Background: an optimization exercise with open tools, aiming at small area. Do not read the settings as production practice.
Power and IR drop assume default switching activity.

==> flow/design.v <==
module topModule (
    input clk,
    input rst,
    input btnL,
    input [1:0] sw,
    input [3:0] JC_cols,
    input btnR,
    output audio_gain,
    output audio_shutdown,
    output audio_out,
    output reg [3:0] JC_rows,
    output reg [3:0] an,
    output reg [6:0] seg
);
    assign audio_shutdown = 1'b1;
    assign audio_gain = 1'b1;
    reg [5:0] c50;
    reg       k1, q1;
    reg [6:0] c125;
    reg       k4;
    wire w50  = c50[5] & c50[4] & c50[0];       
    wire w125 = &c125[6:2];                     
    wire tick = w50 & k1 & ~q1;                 
    always @(posedge clk) begin
        if (rst) begin
            c50 <= 0; k1 <= 0; q1 <= 0; c125 <= 0; k4 <= 0;
        end else begin
            c50 <= w50 ? 6'd0 : c50 + 6'd1;
            if (w50) k1 <= ~k1;
            if (w50 & k1) q1 <= ~q1;
            c125 <= w125 ? 7'd0 : c125 + 7'd1;
            if (w125) k4 <= ~k4;
        end
    end
    reg [1:0]  status;       
    reg [3:0]  cp0, cp1, cp2, cp3;    
    reg [2:0]  ctr;          
    reg [2:0]  pctr;         
    reg [4:0]  db;           
    reg        validPin;
    reg [15:0] storedPin;
    reg [15:0] lastPin;
    reg        play, fail;
    reg [11:0] timer;
    reg [3:0]  bl;
    reg        clean;
    reg [4:0]  led;
    reg        adj_set;
    wire [15:0] userPin = {cp0, cp1, cp2, cp3};
    wire en = tick & (status != 2'd1);
    wire pressed = (JC_cols != 4'b1111);
    wire edge_ = db[4] & db[2] & db[0];         
    wire dbmax = db[4] & db[2] & db[1];         
    reg [3:0] ci;
    always @(*) begin
        case ({JC_rows, JC_cols})
            8'b11100111: ci = 4'd0;
            8'b11101110: ci = 4'd1;
            8'b11011110: ci = 4'd2;
            8'b10111110: ci = 4'd3;
            8'b11101101: ci = 4'd4;
            8'b11011101: ci = 4'd5;
            8'b10111101: ci = 4'd6;
            8'b11101011: ci = 4'd7;
            8'b11011011: ci = 4'd8;
            8'b10111011: ci = 4'd9;
            8'b01111011: ci = 4'd10;
            8'b10110111: ci = 4'd11;
            8'b01110111: ci = 4'd12;
            default:     ci = 4'd15;
        endcase
    end
    wire isdig = (ci < 4'd10);
    wire kev = en & edge_;
    always @(posedge clk) begin
        if (rst) begin
            JC_rows <= 4'b0000;
            db <= 0;
            ctr <= 0;
            pctr <= 3'd7;
            validPin <= 0;
            cp0 <= 0; cp1 <= 0; cp2 <= 0; cp3 <= 0;
        end else begin
            if (en) begin
                db <= !pressed ? 5'd0 : (dbmax ? db : db + 5'd1);
                if (!pressed)
                    JC_rows <= {JC_rows[2] | ~JC_rows[3], JC_rows[1] | ~JC_rows[3],
                                JC_rows[0] | ~JC_rows[3], JC_rows[3]};
                pctr <= ctr;
                validPin <= edge_ & (ci == 4'd11) & ctr[2];
            end
            if (kev) begin
                if (isdig) begin
                    if (!ctr[2]) ctr <= ctr + 3'd1;
                end else if (ci == 4'd10) ctr <= 0;
                else if (ci == 4'd11) begin
                    if (ctr[2]) ctr <= 0;
                end else if (ci == 4'd12) ctr <= ctr - 3'd1;
            end
            if (kev & isdig & ~ctr[2]) begin
                case (ctr[1:0])
                    2'd0: cp0 <= ci;
                    2'd1: cp1 <= ci;
                    2'd2: cp2 <= ci;
                    2'd3: cp3 <= ci;
                endcase
            end
        end
    end
    wire match = (userPin == storedPin);
    wire newfail = (userPin != lastPin);
    always @(posedge clk) begin
        if (rst) begin
            status <= 0;
            storedPin <= 16'h4321;
            lastPin <= 0;
            play <= 0;
            fail <= 0;
            timer <= 0;
            bl <= 0;
            clean <= 0;
        end else if (tick) begin
            if (play) begin
                if (timer[11] & timer[8] & timer[7] & timer[6] & timer[2]) begin  
                    play <= 0;
                    timer <= 0;
                end else
                    timer <= timer + 12'd1;
            end
            if (clean)
                status <= 0;
            else begin
                case (status)
                    2'd0: if (validPin) begin
                        if (match) begin
                            status <= 1; fail <= 0; play <= 1; timer <= 0;
                        end else if (newfail) begin
                            lastPin <= userPin; fail <= 1; play <= 1; timer <= 0;
                        end
                    end
                    2'd1: if (sw[0]) status <= 2;
                    2'd2: if (validPin) status <= 0;
                    default: ;
                endcase
            end
            if (status == 2'd2 && validPin) storedPin <= userPin;
            bl <= {bl[2:0], btnL};
            if (bl == 4'b1111) clean <= 1;
            else if (bl == 4'b0000) clean <= 0;
        end
    end
    assign audio_out = play & (fail ? k4 : k1);
    wire [1:0] slot = (an == 4'b0111) ? 2'd1 : (an == 4'b1011) ? 2'd2 :
                      (an == 4'b1101) ? 2'd3 : 2'd0;
    reg [3:0] dig;
    always @(*) begin
        case (slot)
            2'd0: dig = cp0;
            2'd1: dig = cp1;
            2'd2: dig = cp2;
            default: dig = cp3;
        endcase
    end
    wire has  = (pctr > {1'b0, slot});    
    wire has0 = (pctr != 3'd0);
    reg [4:0] nled;
    always @(*) begin
        if (status == 2'd1) begin
            case (slot)
                2'd0: nled = 5'b00000;
                2'd1: nled = 5'b01100;
                2'd2: nled = 5'b01101;
                default: nled = 5'b01110;
            endcase
        end else if (status == 2'd2 && adj_set) begin
            case (slot)
                2'd0: nled = 5'b10101;
                2'd1: nled = 5'b01101;
                2'd2: nled = 5'b10110;
                default: nled = 5'b10111;
            endcase
        end else if (has)
            nled = {1'b0, dig};
        else if (has0)
            nled = 5'b01111;
        else if (status == 2'd0) begin
            case (slot)
                2'd0: nled = 5'b01010;
                2'd1: nled = 5'b00000;
                2'd2: nled = 5'b10000;
                default: nled = 5'b01011;
            endcase
        end else begin
            case (slot)
                2'd0: nled = 5'b10100;
                2'd1: nled = 5'b01011;
                default: nled = 5'b10111;
            endcase
        end
    end
    always @(posedge clk) begin
        if (rst) begin
            an <= 4'b0000;
            led <= 0;
            adj_set <= 0;
        end else if (tick) begin
            if (status != 2'd2) adj_set <= 0;
            else if (validPin) adj_set <= 1;
            an <= {an[0], an[3] | ~an[0], an[2] | ~an[0], an[1] | ~an[0]};
            led <= nled;
        end
    end
    always @(*) begin
        case (led)
            5'b00000: seg = 7'b0000001;
            5'b00001: seg = 7'b1001111;
            5'b00010: seg = 7'b0010010;
            5'b00011: seg = 7'b0000110;
            5'b00100: seg = 7'b1001100;
            5'b00101: seg = 7'b0100100;
            5'b00110: seg = 7'b0100000;
            5'b00111: seg = 7'b0001111;
            5'b01000: seg = 7'b0000000;
            5'b01001: seg = 7'b0000100;
            5'b01010: seg = 7'b1110001;
            5'b10000: seg = 7'b0110001;
            5'b01011: seg = 7'b1000010;
            5'b01100: seg = 7'b0011000;
            5'b01101: seg = 7'b0110000;
            5'b01110: seg = 7'b1101010;
            5'b01111: seg = 7'b1111110;
            5'b10100: seg = 7'b0001000;
            5'b10101: seg = 7'b0100100;
            5'b10110: seg = 7'b1110000;
            5'b10111: seg = 7'b1111111;
            default:  seg = 7'b0000001;
        endcase
    end
endmodule
clock: 10.0 ns
lec_check: 0
cap_margin: 20
core_margin: 2
core_utilization: 40
cts_buf_list: sky130_fd_sc_hd__clkbuf_8
cts_cluster_size: 60
slew_margin: 20
run.sh (not shown) runs the stock make flow with config.mk's settings and CLKGATE_MAP_FILE= SYNTH_SCRIPT=/design/flow/synth_recipe.tcl, a recipe that flattens the netlist after the stock synthesis.
Then changed:
CTS_BUF_LIST = unset   (was sky130_fd_sc_hd__clkbuf_8)
CTS_CLUSTER_SIZE = unset   (was 60)
After rerunning: Final cell count is unchanged. Worst hold slack hardly moves. Setup slack degrades by 0.048 ns. Wire length grows slightly. Fmax shrinks slightly. Synthesized area does not change. Die area stays the same.
Then changed:
CTS_BUF_LIST = sky130_fd_sc_hd__clkbuf_4   (was unset)
CTS_CLUSTER_SIZE = 40   (was unset)
=> Area after synthesis does not change; final area decreases by a few percent; via count is higher slightly; sequential share of layout area rose by 1.4 points; total power came out lower by a quarter to a third; wire length went down slightly; clock power decreases by well over a third; setup slack improves by 0.12 ns; final cell count hardly moves; worst hold slack improves by 0.0086 ns.
Then changed:
CORE_UTILIZATION = 70   (was 40)
CTS_CLUSTER_SIZE = unset   (was 40)
Outcome: Global-route usage rises by 12 points; fmax went up by about 0.9%; register-to-register slack degrades by 0.08 ns; cell count is lower by 10%; setup slack improves by 0.035 ns; routed wire length falls by 2.9%.
No functional check of the RTL was part of any run of this note.

==> afterwards: timing with drivers on the ports <==
No port has a modelled driver above. Below, the same layouts with a new extraction and two added sets of constraints. Step 1, drivers: a clkbuf_16 drives clk and a buf_2 each remaining input, both assumed. Step 2 times the ports against the registers' clock, not the clock port: input delays grow and output delays shrink by t, the midpoint of the rising clock arrivals with the driver on. Three values: ideal, step 1, step 2; two values: the first two.
run | t, ns | slack for setup (ns) | hold WS [ns]
the first run | 0.484 | 5.742 / 5.756 / 5.272 | 0.475 / 0.475 / 0.475
the second run | 0.456 | 5.694 / 5.713 / 5.258 | 0.473 / 0.473 / 0.473
the third run | 0.549 | 5.814 / 5.825 / 5.276 | 0.481 / 0.481 / 0.481
the fourth run | 0.550 | 5.849 / 5.814 / 5.332 | 0.455 / 0.455 / 0.455
After both steps every run listed still meets setup and hold. For the third run, which loses most, drivers alone change the setup slack by +0.011 ns; drivers and shift together by -0.538 ns.
